From an optimization exercise on the open Yosys and OpenROAD flow, aimed at small area; shortcuts taken in it are not production practice. In this exercise RTL edits were held to simulation tests only and were not proved equivalent to the original. Power figures rest on the tool's default switching activity, not on a simulated workload.

===== design/flow/config.mk =====
export PLATFORM = sky130hd
export DESIGN_NAME = pong_lcd
export DESIGN_NICKNAME = pong_lcd
export VERILOG_FILES = /design/flow/design.v
export SDC_FILE = /design/flow/constraint.sdc
export NUM_CORES = 4
export LEC_CHECK = 0
export CAP_MARGIN = 20
export CORE_MARGIN = 2
export CORE_UTILIZATION = 40
export SLEW_MARGIN = 20

===== design/flow/constraint.sdc =====
create_clock -name core_clock -period 10.0 [get_ports {CLK}]
set_input_delay 2.0000 -clock core_clock [delete_from_list [all_inputs] [get_ports {CLK}]]
set_output_delay 2.0000 -clock core_clock [all_outputs]
set_load 0.01 [all_outputs]

===== design/flow/design.v =====
module lcdSync
#(
	parameter LCD_HEIGHT = 280,  
	parameter LCD_WIDTH = 480  
)
(
	input wire CLK,
	input wire RST_IN,
	output wire LCD_PWM,
	output wire LCD_HSYNC,
	output wire LCD_VSYNC,
	output wire LCD_DEN,
	output wire [10:0] X,
	output wire [10:0] Y
);
localparam tvf = 4;  
localparam tvp = 9;  
localparam tvb = 1;  
localparam tv = tvf+tvp+tvb+LCD_HEIGHT;  
localparam thf = 2;  
localparam thp = 40;  
localparam thb = 1;  
localparam th = thf+thp+thb+LCD_WIDTH;  
reg [10:0] counter_hs;
reg [10:0] counter_vs;
always @(posedge CLK)
begin
	if (RST_IN == 1'b0)
	begin
		counter_hs <= 0;
		counter_vs <= 0;
	end
	else
	begin
		if (counter_hs == th)
		begin
			if (counter_vs == tv)
				counter_vs <= 0;
			else
				counter_vs <= counter_vs + 1;
			counter_hs <= 0;
		end
		else
			counter_hs <= counter_hs + 1;
	end
end
assign LCD_PWM = (RST_IN == 1) ? 1'b1 : 1'b0;
assign LCD_VSYNC = (counter_vs < tvp) ? 0 : 1;
assign LCD_HSYNC = (counter_hs < thp) ? 0 : 1;
assign LCD_DEN = (thp+thb<=counter_hs && counter_hs<=th-thf && tvp+tvb<=counter_vs && counter_vs<=tv-tvf) ? 1 : 0;
assign X = LCD_DEN ? counter_hs-thp-thb : 10'b0;
assign Y = LCD_DEN ? counter_vs-tvp-tvb : 10'b0;
endmodule
module lcdPong
  #(
    parameter LCD_HEIGHT = 280,
    parameter LCD_WIDTH = 480
    )
  (
   input wire 	      CLK,
   input wire 	      RST_IN,
   output wire [4:0]  R,
   output wire [5:0]  G,
   output wire [4:0]  B,
   input wire 	      DEN,
   input wire [10:0]  X,
   input wire [10:0]  Y,
   output wire [31:0] SEG_HEX_ALL,
   input wire [7:0]   BUTTONS
   );
  localparam BALL_SLOW = 32'd2_343;  
  localparam BALL_SIZE = 5;
  localparam RACKET_SIZE = 40;
  localparam RACKET_Y_SLOW = 9;  
  reg [23:0] 	      color;
  reg [31:0] 	      cptTime;
  reg [8:0] 	      ballX;
  reg [8:0] 	      ballY;
  reg 		      ballDirX;
  reg 		      ballDirY;
  reg [8:0] 	      racket1Y;
  reg [8:0] 	      racket2Y;
  reg [RACKET_Y_SLOW:0] racket1YSlowCpt;
  reg [RACKET_Y_SLOW:0] racket2YSlowCpt;
  reg [7:0] 		score1;
  reg [7:0] 		score2;
  always@(posedge CLK)
    begin
      if (RST_IN == 0)
	begin
	  racket1Y <= 0;
	  racket1YSlowCpt <= 0;
	  racket2Y <= 0;
	  racket2YSlowCpt <= 0;
	  score1 <= 0;
	  score2 <= 0;
	  cptTime <= 0;
	  ballX <= LCD_WIDTH/2;
	  ballY <= LCD_HEIGHT/2;
	  ballDirX <= 1'b1;
	  ballDirY <= 1'b1;
	  color <= 24'h000000;
	end
      else
	begin
	  if (cptTime == BALL_SLOW)
	    begin
	      cptTime <= 0;
	      if (ballDirX)
		begin
		  if (ballX == LCD_WIDTH-1-BALL_SIZE && racket2Y <= ballY && ballY <= racket2Y+RACKET_SIZE)
		    ballDirX <= ~ballDirX;
		  else if (ballX == LCD_WIDTH-1)
		    begin
		      ballX <= BALL_SIZE+1;
		      score1 <= score1+1;
		    end
		  else
		    ballX <= ballX + 1'b1;
		end
	      else
		begin
		  if (ballX == BALL_SIZE && racket1Y <= ballY && ballY <= racket1Y+RACKET_SIZE)
		    ballDirX <= ~ballDirX;
		  else if (ballX == 0)
		    begin
		      ballX <= LCD_WIDTH-2-BALL_SIZE;
		      score2 <= score2+1;
		    end
		  else
		    ballX <= ballX - 1'b1;
		end
	      if (ballDirY)
		begin
		  if (ballY == LCD_HEIGHT-1-BALL_SIZE)
		    ballDirY <= ~ballDirY;
		  else
		    ballY <= ballY + 1'b1;
		end
	      else
		begin
		  if (ballY == BALL_SIZE)
		    ballDirY <= ~ballDirY;
		  else
		    ballY <= ballY - 1'b1;
		end
	    end
	  else
	    cptTime <= cptTime + 1'b1;
	  {racket1Y, racket1YSlowCpt} <= {racket1Y, racket1YSlowCpt} + BUTTONS[0] - BUTTONS[1];
	  if (racket1Y == 0)
	    racket1Y <= 1;
	  else if (LCD_HEIGHT-RACKET_SIZE == racket1Y)
	    racket1Y <= LCD_HEIGHT-RACKET_SIZE-1;
	  {racket2Y, racket2YSlowCpt} <= {racket2Y, racket2YSlowCpt} + BUTTONS[6] - BUTTONS[7];
	  if (racket2Y == 0)
	    racket2Y <= 1;
	  else if (LCD_HEIGHT-RACKET_SIZE == racket2Y)
	    racket2Y <= LCD_HEIGHT-RACKET_SIZE-1;
	  if (DEN)
	    begin
	      if (X==0 && racket1Y<Y && Y<racket1Y+RACKET_SIZE)
		color[23:0] <= 24'h00ff00;
	      else if (X == LCD_WIDTH-1 && racket2Y<Y && Y<racket2Y+RACKET_SIZE)
		color[23:0] <= 24'h00ff00;
	      else if (ballX-BALL_SIZE <= X && X <= ballX+BALL_SIZE && ballY-BALL_SIZE <= Y && Y <= ballY+BALL_SIZE)
		color[23:0] <= 24'hff0000;
	      else if (Y==0 || Y==LCD_HEIGHT-1)
		color[23:0] <= 24'hffffff;		
	      else
		color[23:0] <= 24'h000000;
	    end
	  else
	    color <= 24'h000000;
	end
    end
  assign R = color[23:20];  
  assign G = color[15:10];  
  assign B = color[7:4];  
  assign SEG_HEX_ALL = {8'b0, score1, 8'b0, score2};
endmodule
module pong_lcd
  (
   input wire 	      CLK,
   input wire 	      nRST,
   input wire [7:0]   BUTTONS,
   output wire [4:0]  LCD_R,
   output wire [5:0]  LCD_G,
   output wire [4:0]  LCD_B,
   output wire 	      LCD_HSYNC,
   output wire 	      LCD_VSYNC,
   output wire 	      LCD_DEN,
   output wire [31:0] SEG_HEX_ALL
   );
  parameter LCD_HEIGHT = 272;
  parameter LCD_WIDTH = 479;
  wire [10:0] 	     x;
  wire [10:0] 	     y;
  wire 		     lcdPwm;
  lcdSync
    #(
      .LCD_HEIGHT(LCD_HEIGHT),
      .LCD_WIDTH(LCD_WIDTH)
      )
  myLcdSync
    (
     .CLK(CLK),
     .RST_IN(nRST),
     .LCD_PWM(lcdPwm),
     .LCD_HSYNC(LCD_HSYNC),
     .LCD_VSYNC(LCD_VSYNC),
     .LCD_DEN(LCD_DEN),
     .X(x),
     .Y(y)
     );
  lcdPong
    #(
      .LCD_HEIGHT(LCD_HEIGHT),
      .LCD_WIDTH(LCD_WIDTH)
      )
  myLcdPong
    (
     .CLK(CLK),
     .RST_IN(nRST),
     .R(LCD_R),
     .G(LCD_G),
     .B(LCD_B),
     .DEN(LCD_DEN),
     .X(x),
     .Y(y),
     .SEG_HEX_ALL(SEG_HEX_ALL),
     .BUTTONS(BUTTONS)
     );
endmodule

===== design/flow/run.sh =====
#!/bin/bash
# synth_recipe.tcl (not shown) runs the flow's synth.tcl, then flattens the netlist and writes it again
# the make line also repeats each setting of config.mk as NAME=value (left out here)
make -C /OpenROAD-flow-scripts/flow DESIGN_CONFIG=/design/flow/config.mk WORK_HOME=/design/flow/orfs CLKGATE_MAP_FILE= SYNTH_SCRIPT=/design/flow/synth_recipe.tcl finish

==> results by group <==
Outcome
  • Status: complete, no violations

Synthesis
  • Seq/Total Area, Yosys: a little over a fifth
  • Synth area leader: dfxtp_1
  • Cell count after synthesis: 1,527
  • Top post-synthesis cells by area: dfxtp_1 22%, ha_1 20%, xnor2_1 5.6%
  • Post-synth EDFFs: 0
  • Mapped cell area: ~12,000 µm²
  • Synth warn: 2
  • Mapped Avg Cell Area: 7.98 µm²
  • Synth top area share: a little over a fifth
  • Top_reg_cell synth: dfxtp_1
  • Synth unique cells: 91
  • Synth Register Bits: between 100 and 150
  • Post-synthesis async set-or-reset flop share: 0%

Placed design
  • Setup Slack @ Placement: around 4.6 ns
  • Post-DP HPWL: between 20,000 and 25,000 µm
  • Placed Area: roughly 13,000 µm²
  • Port Buf Inserts: 38
  • GPL Wtd Cong: between 0.9 and 1
  • Placed cell count: approximately 1,900

Worst hold path
  • Hold path depth: 1
  • Hold path endpoint: myLcdPong.cptTime[0]
  • Hold WC Path Type: register to register
  • Hold Startpoint: myLcdPong.cptTime[0]

Final layout
  • # diodes: 0
  • Post-layout net count: around 1,700
  • Fill cells: about 3,000
  • Commonest non-fill, non-tap cell in the layout: ha_1
  • Cell Count, Final, Fillers Out: ~1,900
  • Post-route cell area: between 10,000 and 15,000 µm²
  • Area growth from synthesis to final layout: 9.07%
  • Share of cells above drive strength 1: between 4 and 5%
  • Most frequent cells in the layout: 194 x ha_1, 159 x nor2_1, 131 x dfxtp_1, 111 x inv_1, 108 x nand2_1

Drt
  • DRC: 0
  • DR vias: 10,500
  • Starting DRT DRC Count: about 650
  • Wirelength per Cell: around 15 µm
  • Routed WL: 29,800 µm
  • DRT antenna net count: 0
  • Detailed-route vias per instance: roughly 5.4
  • DRT Pass-1 Iters: 6

Critical path
  • Max incr delay on CP: 0.60 ns
  • Crit path DAT: around 3.4 ns
  • Internal reg-to-reg setup slack: 4.63 ns
  • R2R Path Start: myLcdSync.counter_vs[1]
  • Critical path depth: 7
  • Crit path max fanout: 19
  • WP data required: ~8.0 ns
  • Critical-path top delay cell: clkdlybuf4s50_1
  • Cell Chain, Critical Path: inv_1 > ha_1 > nor2b_1 > a221oi_1 > or3_4 > inv_2 > clkdlybuf4s50_1
  • Delay-heaviest family, CP: buffers and inverters
  • Critical Path Source Type: register
  • Crit path kind: register to output pin
  • R2R cell count: 16
  • FF-to-FF End: myLcdPong.color[14]
  • Buf/Inv on CP: 3
  • Critical path endpoint category: output pin

Floorplanning
  • Core ar.: just under 30,000 µm²
  • FP Rows: 63
  • Starting density of the core: between 40% and 50%
  • Die width: ~180 µm
  • Top-Level Pins: 61
  • Die H: 179 µm
  • Die area: 31,900 µm²

Timing
  • RSZ-0062 raised after global routing: no
  • Fmax: around 190 MHz
  • Max_slew headroom: about two fifths
  • Actual slew at the worst max-slew pin: between 0.8 and 0.9 ns
  • Post-layout min period: roughly 5.4 ns
  • Hold Fails Final Rpt: 0
  • Fin crit share: 53.9%
  • Slew Viols, Final: 0
  • Final setup viols: 0
  • Final worst slack: 4.61 ns
  • Final setup TNS: 0 ns
  • Clock Skew: 0.0153 ns

CTS
  • Post-CTS Resized: 0
  • CTS tree: built
  • Hold bufs inserted after CTS: 0
  • CTS sink count: approximately 130
  • Bufs on Longest Clock Path: 2
  • Post-CTS Setup Bufs: 0
  • CTS Buf Count: 17
  • Root Buffer: clkbuf_16
  • CTS clk-pin slew, worst paths: 0.06 ns
  • Clock latency on the worst-skew pair: 0.44 ns
  • H-tree depth: 4

Flow run
  • MaxCap Viol Count: 0

Global routing
  • Largest net degree at the start of global routing: 44
  • Vias in the first global route: just under 10,000
  • First-pass GRT wire length: around 50,000 µm
  • Total GRT Usage: around a fifth
  • Global route total overflow: 0
  • Initial antenna violation count: 0

Power and ir drop
  • VDD IR max: ~0.12 mV
  • PD cells: between 150 and 200 nW/µm²
  • Leak: between 0.005 and 0.006 µW
-- where the power goes --
part	switching, µW	internal, µW
clock	272	333
combinational	730	594
sequential	87.3	594
total	1090	1520
-- area by class of cell --
cell class / count / area, µm² / share of cell area, %
Clock buffer: 19 / 453 / 3.41
Inverter: 114 / 428 / 3.22
Tap cell: 390 / 488 / 3.67
Multi-Input combinational cell: 1228 / 8770 / 66.0
Sequential cell: 131 / 2620 / 19.7
Clock inverter: 13 / 103 / 0.772
Timing Repair Buffer: 44 / 420 / 3.16
-- cells by family after synthesis --
group | count (synthesis) | synth area share [%]
other | 2 | 0.0616
AOI/OAI and AO/OA | 295 | 16.0
and+or+nand+nor | 566 | 24.0
xor gates and xnor gates | 136 | 9.78
DFF | 131 | 21.5
muxes | 14 | 1.17
adders and majority gates | 197 | 20.4
buffers and inverters | 186 | 7.08
-- worst reg2reg max path: stages, from the launching register on --
cell	delay, ns
dfxtp_1	0.52
inv_1	0.12
ha_1	0.30
nor2b_1	0.44
a221oi_1	0.15
or3_4	0.51
inv_2	0.32
nand2_1	0.29
inv_1	0.22
ha_1	0.27
o21ai_0	0.21
a2111oi_0	0.22
a2111o_1	0.45
o41a_1	0.38
or4_1	0.60
o41ai_4	0.11
a32o_1	0.23
-- synthesized netlist by cell type, types with 30 or more instances --
cell type and n:
xor2_1 58, xnor2_1 78, nand2b_1 30, dfxtp_1 131, nand4_1 50, ha_1 194, buf_4 31, nand3_1 51
a21oi_1 92, o21ai_0 57, nand2_1 108, nor3_1 31, nor2_1 159, inv_1 111, nor2b_1 30
-- worst max-delay path by stage --
stage	from	to	slack (ns)
CTS	myLcdSync.counter_vs[1]	LCD_DEN	4.67
global route	myLcdSync.counter_vs[1]	LCD_DEN	4.41
finish	myLcdSync.counter_vs[1]	LCD_DEN	4.61
floorplan	BUTTONS[7]	myLcdPong.racket2Y[8]	5.30
detailed placement	BUTTONS[7]	myLcdPong.racket2Y[8]	4.56
global placement	BUTTONS[7]	myLcdPong.racket2Y[8]	4.59
-- through the flow --
step,total power (µW),utilization [%],hold slack [ns]
finish,2610,44.6,0.459
global route,2840,44.6,0.492
CTS,2620,44.6,0.466
detailed placement,2010,42.7,0.451
global placement,1990,42.7,0.442
floorplan,1730,-,0.430
-- routing by layer --
| layer | routed length (µm) | vias up | GRT usage, % |
|---|---|---|---|
| met2 | 13600 | 190 | 31.9 |
| met5 | 0 | - | 0 |
| met4 | 679 | 0 | 7.01 |
| met3 | 1070 | 45 | 3.30 |
| li1 | - | 5377 | - |
| met1 | 14500 | 4863 | 25.3 |
-- flip-flops by register name (all words and copies together), names as in the netlist --
register / flops
myLcdPong.score1: 8
myLcdPong.racket2YSlowCpt: 10
myLcdPong.score2: 8
myLcdPong.racket1Y: 9
myLcdPong.cptTime: 32
myLcdPong.racket1YSlowCpt: 10
myLcdSync.counter_hs: 11
myLcdPong.ballY: 9
myLcdPong.ballDirY: 1
myLcdSync.counter_vs: 11
myLcdPong.color: 3
myLcdPong.racket2Y: 9
myLcdPong.ballX: 9
myLcdPong.ballDirX: 1

-- re-timing with driven ports --
Ports are ideal in the flow. The routed layout listed here was re-timed in OpenROAD.
Step 1 assumes that a clkbuf_16 drives the clock port and a buf_2 every other input.
Step 2 also shifts input and output timing later by t, the mid clock arrival at the registers, as if the neighbouring blocks saw the same clock.
Slacks: ideal / step 1 / step 2; pairs: ideal / step 1.
shift t [ns]: 0.485
slack for setup (ns): 4.611 / 4.561 / 4.538
worst setup path at the end: input to register
After both steps this run still meets setup and hold. For this run, drivers alone change the setup slack by -0.050 ns; drivers and shift together by -0.073 ns.
